What follows belongs to an exercise in optimizing a design on an open flow for small area and a short achievable clock period; a production flow would make more cautious choices. At most, simulation tests tie the RTL to the original design; equivalence was not proved.

== red ==
Design top, start of the top module:
module top(
    input logic clock, reset,
    input logic [9:0] inp,
    output logic [9:0] out
);
    logic [15:0] a, b, a_next, b_next, y;
    logic op_mul, op_sub, start;
    logic sub_now;
    input_16 in1(.clock, .reset, .data_in(inp), .num1(a), .num2(b),
                 .num1_next(a_next), .num2_next(b_next),
                 .op_mul, .op_sub, .start, .sub_now);
    logic e_gt, e_gt_d, e_ne, e_eq_d;
    logic [4:0] d, d_d;
    fpu_s0 s0(.ea(a_next[14:10]), .eb(b_next[14:10]), .d(d_d), .e_gt(e_gt_d), .e_eq(e_eq_d));
    always_ff @(posedge clock or posedge reset) begin
        if (reset) begin
            d <= 5'd0;
            e_gt <= 1'b0;
            e_ne <= 1'b0;
        end
        else begin
            d <= d_d;
            e_gt <= e_gt_d;
            e_ne <= ~e_eq_d;
        end
    end
    logic [14:0] sum, sum_d;
    logic gsel, gsel_d;
    logic [11:0] m0, m0_d;
    logic [12:0] m1, m1_d;
    logic c8, c8_d, st, st_d;
    fpu_s1 s1(.a, .b, .sub(sub_now), .d, .e_gt, .e_eq(~e_ne), .sum(sum_d), .gsel(gsel_d),
              .m0(m0_d), .m1(m1_d), .c8(c8_d), .st(st_d));
    always_ff @(posedge clock) begin
        sum  <= sum_d;
        gsel <= gsel_d;
        m0   <= m0_d;
        m1   <= m1_d;
        c8   <= c8_d;
        st   <= st_d;
    end
    fpu_s2 s2(.a, .b, .op_mul, .op_sub, .sum, .gsel, .m0, .m1, .c8, .st, .y);
    output_16 out1(.clock, .reset, .ans(y), .done_calc(start), .data_out(out));
endmodule
Size: ~22 I/O pins.
Settings: LEC_CHECK=0, CAP_MARGIN=20, CORE_MARGIN=2, CORE_UTILIZATION=40, SETUP_SLACK_MARGIN=4.25, SLEW_MARGIN=20, SYNTH_HIERARCHICAL=1, SYNTH_MINIMUM_KEEP_SIZE=0; clock period 8.0 ns.
run.sh (not shown) runs the stock make flow with config.mk's settings and CLKGATE_MAP_FILE= SYNTH_SCRIPT=/design/flow/synth_recipe.tcl, a recipe that flattens the netlist after the stock synthesis.
What blue does differently from red at the input level:
--- a/flow/config.mk
+++ b/flow/config.mk
@@ -10,3 +10,3 @@
 export CORE_UTILIZATION = 40
-export SETUP_SLACK_MARGIN = 4.25
+export SETUP_SLACK_MARGIN = 3.75
 export SLEW_MARGIN = 20
[summary]
blue: flow completed, timing, DRC and antenna clean
Summary of the comparison: wire length on met1 is lower in blue, relative to red.
Count of non-CTS buffers in the layout was lower in the run labelled blue.
Smallest setup slack after layout delta (blue − red): unfavourable
As far as cell area after synthesis goes, blue and red are indistinguishable; the numbers are identical.
On post-route clock period utilization: between blue and red, it ends up higher for blue.
Status: initial cell density of the core parity (red, blue)
Modified inputs, green compared to blue
--- a/flow/config.mk
+++ b/flow/config.mk
@@ -10,3 +10,3 @@
 export CORE_UTILIZATION = 40
-export SETUP_SLACK_MARGIN = 3.75
+export SETUP_SLACK_MARGIN = 4.0
 export SLEW_MARGIN = 20
==> summary.txt <==
Summary of green over blue: net total in the final layout now sits higher; final cell count now sits higher. Aggregate global-route resource usage: green and blue compared, lower one is blue.
No run of this note included a check of the RTL's function; only the layout flow was run.

---

Another version of the RTL of top (not shown whole).
Size: roughly 1400 cells after synthesis, roughly 22 I/O pins, about 13000 um^2 of cells after synthesis.
## top
module top(
    input logic clock, reset,
    input logic [9:0] inp,
    output logic [9:0] out
);
clock: 8.0 ns
lec_check: 0
cap_margin: 20
core_margin: 2
core_utilization: 40
setup_slack_margin: 4.0
slew_margin: 20
synth_hierarchical: 1
synth_minimum_keep_size: 0
tns_end_percent: 5
Then changed:
Settings changed: GPL_ROUTABILITY_DRIVEN set to 0.
Outcome: The new run produced a clean layout. Setup slack loses 0.12 ns. Hold slack degrades by 0.017 ns. Maximum frequency goes down by 2.9%. Via count hardly moves. Routed wire length increases by 1.4%. Non-clock buffer count is higher by 6. Count of clock-buffer cells in the layout is unchanged. Final area grows by 1.4%. Clock skew hardly moves.
Then changed:
Settings changed: GPL_ROUTABILITY_DRIVEN 0 to unset, TNS_END_PERCENT 5 to 20.
What happened: The new run produced a clean layout. Worst setup slack is better by 0.14 ns. Hold slack gets better by 0.017 ns. Area after synthesis does not change. Core utilization stays flat. First-iteration DRC count rose by about 9%. Cell count is unchanged. Sequential cell count does not change. Design area stays flat. Critical path depth came out lower by 4.
Then changed:
Settings changed: PLACE_DENSITY set to 0.7, TNS_END_PERCENT 20 to 5.
Result: Fmax came out lower by 4.0%; wire length stays flat.
Then changed:
Settings changed: PLACE_DENSITY 0.7 to unset, TNS_END_PERCENT 5 to unset.
Effect: Register-to-register slack gains 0.18 ns. Area after synthesis does not change. Final cell count rose by 0.84%. Sequential share of layout area fell by 0.34 points.

---

Setup of run 4:
top, a different RTL version from the one above (not shown whole).
For scale: ~22 I/O pins, ~12000 sq um of cells after synthesis.
clock: 8.0 ns
lec_check: 0
cap_margin: 20
core_margin: 2
core_utilization: 40
setup_slack_margin: 3.25
slew_margin: 20
synth_hierarchical: 1
synth_minimum_keep_size: 0
Setup changes, run 4 to run 3
- a change of SETUP_SLACK_MARGIN from 3.25 to 3.5
Findings:
Run 3 reached the final stage; the timing, design-rule and antenna checks on its layout passed. The utilization reported for run 3 is greater than that of run 4 by 1.5 points. Comparing run 3 and run 4, the lower critical path depth in cells was measured on run 4. For run 4, the master of the slowest instance on the critical path was clkdlybuf4s50_1, unlike run 3, where it was dfxtp_2. Required time of the worst setup path ends up lower on run 4. A end point of the critical path of out1.byte_q[6] is what run 3 shows, while sum[14] belongs to run 4. The clock latency reported for the late side of the worst-skew pair of run 3 and that of run 4 are within noise of each other.
Function was not checked in any run of this note: the RTL went through the layout flow alone.

---

top, a different RTL version from the one above (not shown whole).
Size in the first run: roughly 1300 cells after synthesis, roughly 12000 um^2 of cells after synthesis.
make LEC_CHECK=0 CAP_MARGIN=20 CORE_MARGIN=2 CORE_UTILIZATION=40 SETUP_SLACK_MARGIN=3.75 SLEW_MARGIN=20 SYNTH_HIERARCHICAL=1 SYNTH_MINIMUM_KEEP_SIZE=0 finish   # period 8.0 ns
Edit:
- CORE_UTILIZATION: 40 -> 60
- PLACE_DENSITY: unset -> 0.7
- SETUP_SLACK_MARGIN: 3.75 -> 3.5
What happened: Core utilization rises by 21 points; clock skew stays flat; worst setup slack is worse by 0.17 ns; first-iteration DRC count rises by 47%; worst hold slack is better by 0.023 ns.
Edit:
- CORE_UTILIZATION: 60 -> 40
- PLACE_DENSITY: 0.7 -> unset
- SETUP_SLACK_MARGIN: 3.5 -> 4.0
First-iteration DRC count is lower by about a fifth.
Worst setup slack gets better by 0.12 ns.
Via count climbs slightly.
Edit:
- SETUP_SLACK_MARGIN: 4.0 -> 3.0
Final area went down by 10%.
Fmax came out lower by 11%.
Global-route usage is lower by 2.1 points.
Edit:
- SETUP_SLACK_MARGIN: 3.0 -> 0
Result: The new run ran to the end with no violations; area after synthesis is unchanged; worst setup slack degrades by 0.62 ns; final area drops by 1.0%; wire length went down by 0.80%; first-iteration DRC count is lower by 8.0%; critical path depth stays the same; global-route usage is about the same; hold slack barely changes.

---

## build 9
RTL: one of the versions met above, not the one the previous note started from.
For scale: ~1400 cells after synthesis, ~22 I/O pins.
Design top, start of the top module:
module top(
    input logic clock, reset,
    input logic [9:0] inp,
    output logic [9:0] out
);
Settings: LEC_CHECK=0, CAP_MARGIN=20, CORE_MARGIN=2, CORE_UTILIZATION=40, SETUP_SLACK_MARGIN=3.75, SLEW_MARGIN=20, SYNTH_HIERARCHICAL=1, SYNTH_MINIMUM_KEEP_SIZE=0; clock period 8.0 ns.
--- input diff build 9..build 12 ---
Settings: swapping 3.75 for 4.25 in SETUP_SLACK_MARGIN; putting TNS_END_PERCENT at 5 where nothing was set.
## What came out
When build 12 is set beside build 9, its weighted congestion at the end of routability-driven global placement turns out to be 0.010 larger. First-pass GRT wire length (build 12 vs. build 9) increases by a few percent. Required time at the endpoint of the critical path for build 12 is higher than for build 9. Against build 9, build 12 comes in 0.90 points higher on total track usage. | final setup slack of the worst path | build 12 vs build 9 | 0.077 ns higher |. Compared with build 9, build 12 shows a higher count of clock-buffer cells in the layout. From build 12 to build 9, die area did not move at all. Build 12 reached the end of the flow, and the finished layout is clean on the timing, design-rule and antenna checks.
> inputs changed (build 12 -> build 22)
Settings: swapping 4.25 for 3.75 in SETUP_SLACK_MARGIN.
Notes after the runs:
Where worst-case setup slack after placement is concerned, build 12 is better than build 22. Build 22 — routing usage on met2 0.53 points lower, build 12 as reference. Between build 22 and build 12, the area after detailed placement figures differ only marginally. Run comparison: build 22 capture point of the critical path out1.byte_q[4]$_DFF_PP0_; build 12 capture point of the critical path sum[7]$_DFF_P_. Setup slack in build 22 is smaller than in build 12.

---

Setup of v6:
top, a different RTL version from the one above (not shown whole).
For scale: roughly 1200 cells after synthesis.
export LEC_CHECK = 0
export CAP_MARGIN = 20
export CORE_MARGIN = 2
export CORE_UTILIZATION = 40
export SETUP_SLACK_MARGIN = 4.5
export SLEW_MARGIN = 20
export SYNTH_HIERARCHICAL = 1
export SYNTH_MINIMUM_KEEP_SIZE = 0
create_clock -name core_clock -period 8.0 [get_ports {clock}]
Input changes introduced in v7 (baseline for comparison: v6):
- swapping 4.5 for 3.5 in SETUP_SLACK_MARGIN
Results
Per the final summary, v7 finished and its layout is clean on timing, DRC and antenna. [compare] base=v6 new=v7: routed wire length on met3 dropped about 16%; vertical die dimension barely changed; post-route worst hold slack barely changed. On v7: sequential share of layout area is 0.68 points higher than what v6 gave. The final wirelength of v7 is lower than that of v6. Against v6, v7 comes in 1 lower on count of clock-buffer cells in the layout. Comparing v7 and v6, the higher non-clock buffer count was measured on v6. v7 ended with less via count than v6.
No functional check of the RTL was part of any run of this note.

## separate check: timing with driven ports
In the flow no input, the clock included, has a driving cell. The finished layouts below were timed again as built, in two steps. Step 1: set_driving_cell puts a clkbuf_16 on clock and a buf_2 on each other input, an assumption about the parent block. Step 2 times the ports against the registers' clock, not the clock port: input delays grow and output delays shrink by t, the midpoint of the rising clock arrivals with the driver on. Slacks: ideal ports / drivers / drivers and shift; pairs: ideal ports / drivers.
| run | shift t [ns] | setup slack, ns | hold WS [ns] | worst register clock-pin slew, ns | cell pins on the clock port's net |
|---|---|---|---|---|---|
| red | 0.396 | 4.192 / 4.192 / 4.174 | 0.588 / 0.588 / 0.588 | 0.07 / 0.07 | 1 |
| blue | 0.397 | 3.872 / 3.872 / 3.644 | 0.568 / 0.568 / 0.568 | 0.08 / 0.08 | 1 |
| green | 0.399 | 4.081 / 4.081 / 3.708 | 0.593 / 0.593 / 0.593 | 0.08 / 0.08 | 1 |
| the first run of note 2 | 0.403 | 4.011 / 4.011 / 3.748 | 0.567 / 0.567 / 0.567 | 0.09 / 0.09 | 1 |
| the second run of note 2 | 0.412 | 3.891 / 3.891 / 3.692 | 0.550 / 0.550 / 0.550 | 0.10 / 0.10 | 1 |
| the third run of note 2 | 0.402 | 4.032 / 4.032 / 3.745 | 0.567 / 0.567 / 0.567 | 0.09 / 0.09 | 1 |
| the fourth run of note 2 | 0.408 | 3.868 / 3.868 / 3.670 | 0.555 / 0.555 / 0.555 | 0.09 / 0.09 | 1 |
| the fifth run of note 2 | 0.403 | 4.052 / 4.052 / 3.785 | 0.577 / 0.577 / 0.577 | 0.09 / 0.09 | 1 |
| run 4 | 0.399 | 3.390 / 3.411 / 3.011 | 0.553 / 0.553 / 0.553 | 0.08 / 0.08 | 1 |
| run 3 | 0.402 | 3.497 / 3.497 / 3.345 | 0.536 / 0.536 / 0.536 | 0.08 / 0.08 | 1 |
| the first run of note 4 | 0.398 | 3.730 / 3.730 / 3.504 | 0.533 / 0.533 / 0.533 | 0.08 / 0.08 | 1 |
| the second run of note 4 | 0.391 | 3.557 / 3.557 / 3.334 | 0.556 / 0.556 / 0.556 | 0.08 / 0.08 | 1 |
| the third run of note 4 | 0.407 | 3.674 / 3.674 / 3.563 | 0.578 / 0.578 / 0.578 | 0.07 / 0.07 | 1 |
| the fourth run of note 4 | 0.403 | 3.165 / 3.193 / 2.790 | 0.563 / 0.563 / 0.563 | 0.08 / 0.08 | 1 |
| the fifth run of note 4 | 0.403 | 2.543 / 2.570 / 2.167 | 0.562 / 0.562 / 0.562 | 0.08 / 0.08 | 1 |
| build 9 | 0.408 | 3.902 / 3.902 / 3.676 | 0.538 / 0.538 / 0.538 | 0.09 / 0.09 | 1 |
| build 12 | 0.398 | 3.979 / 3.979 / 3.688 | 0.547 / 0.547 / 0.547 | 0.08 / 0.08 | 1 |
| build 22 | 0.408 | 3.862 / 3.862 / 3.678 | 0.539 / 0.539 / 0.539 | 0.09 / 0.09 | 1 |
| v6 | 0.405 | 3.332 / 3.332 / 3.206 | 0.558 / 0.558 / 0.558 | 0.08 / 0.08 | 1 |
| v7 | 0.406 | 3.277 / 3.277 / 3.254 | 0.558 / 0.558 / 0.558 | 0.08 / 0.08 | 1 |
After both steps every run listed still meets setup and hold. For run 4, which loses most, drivers alone change the setup slack by +0.021 ns; drivers and shift together by -0.379 ns.
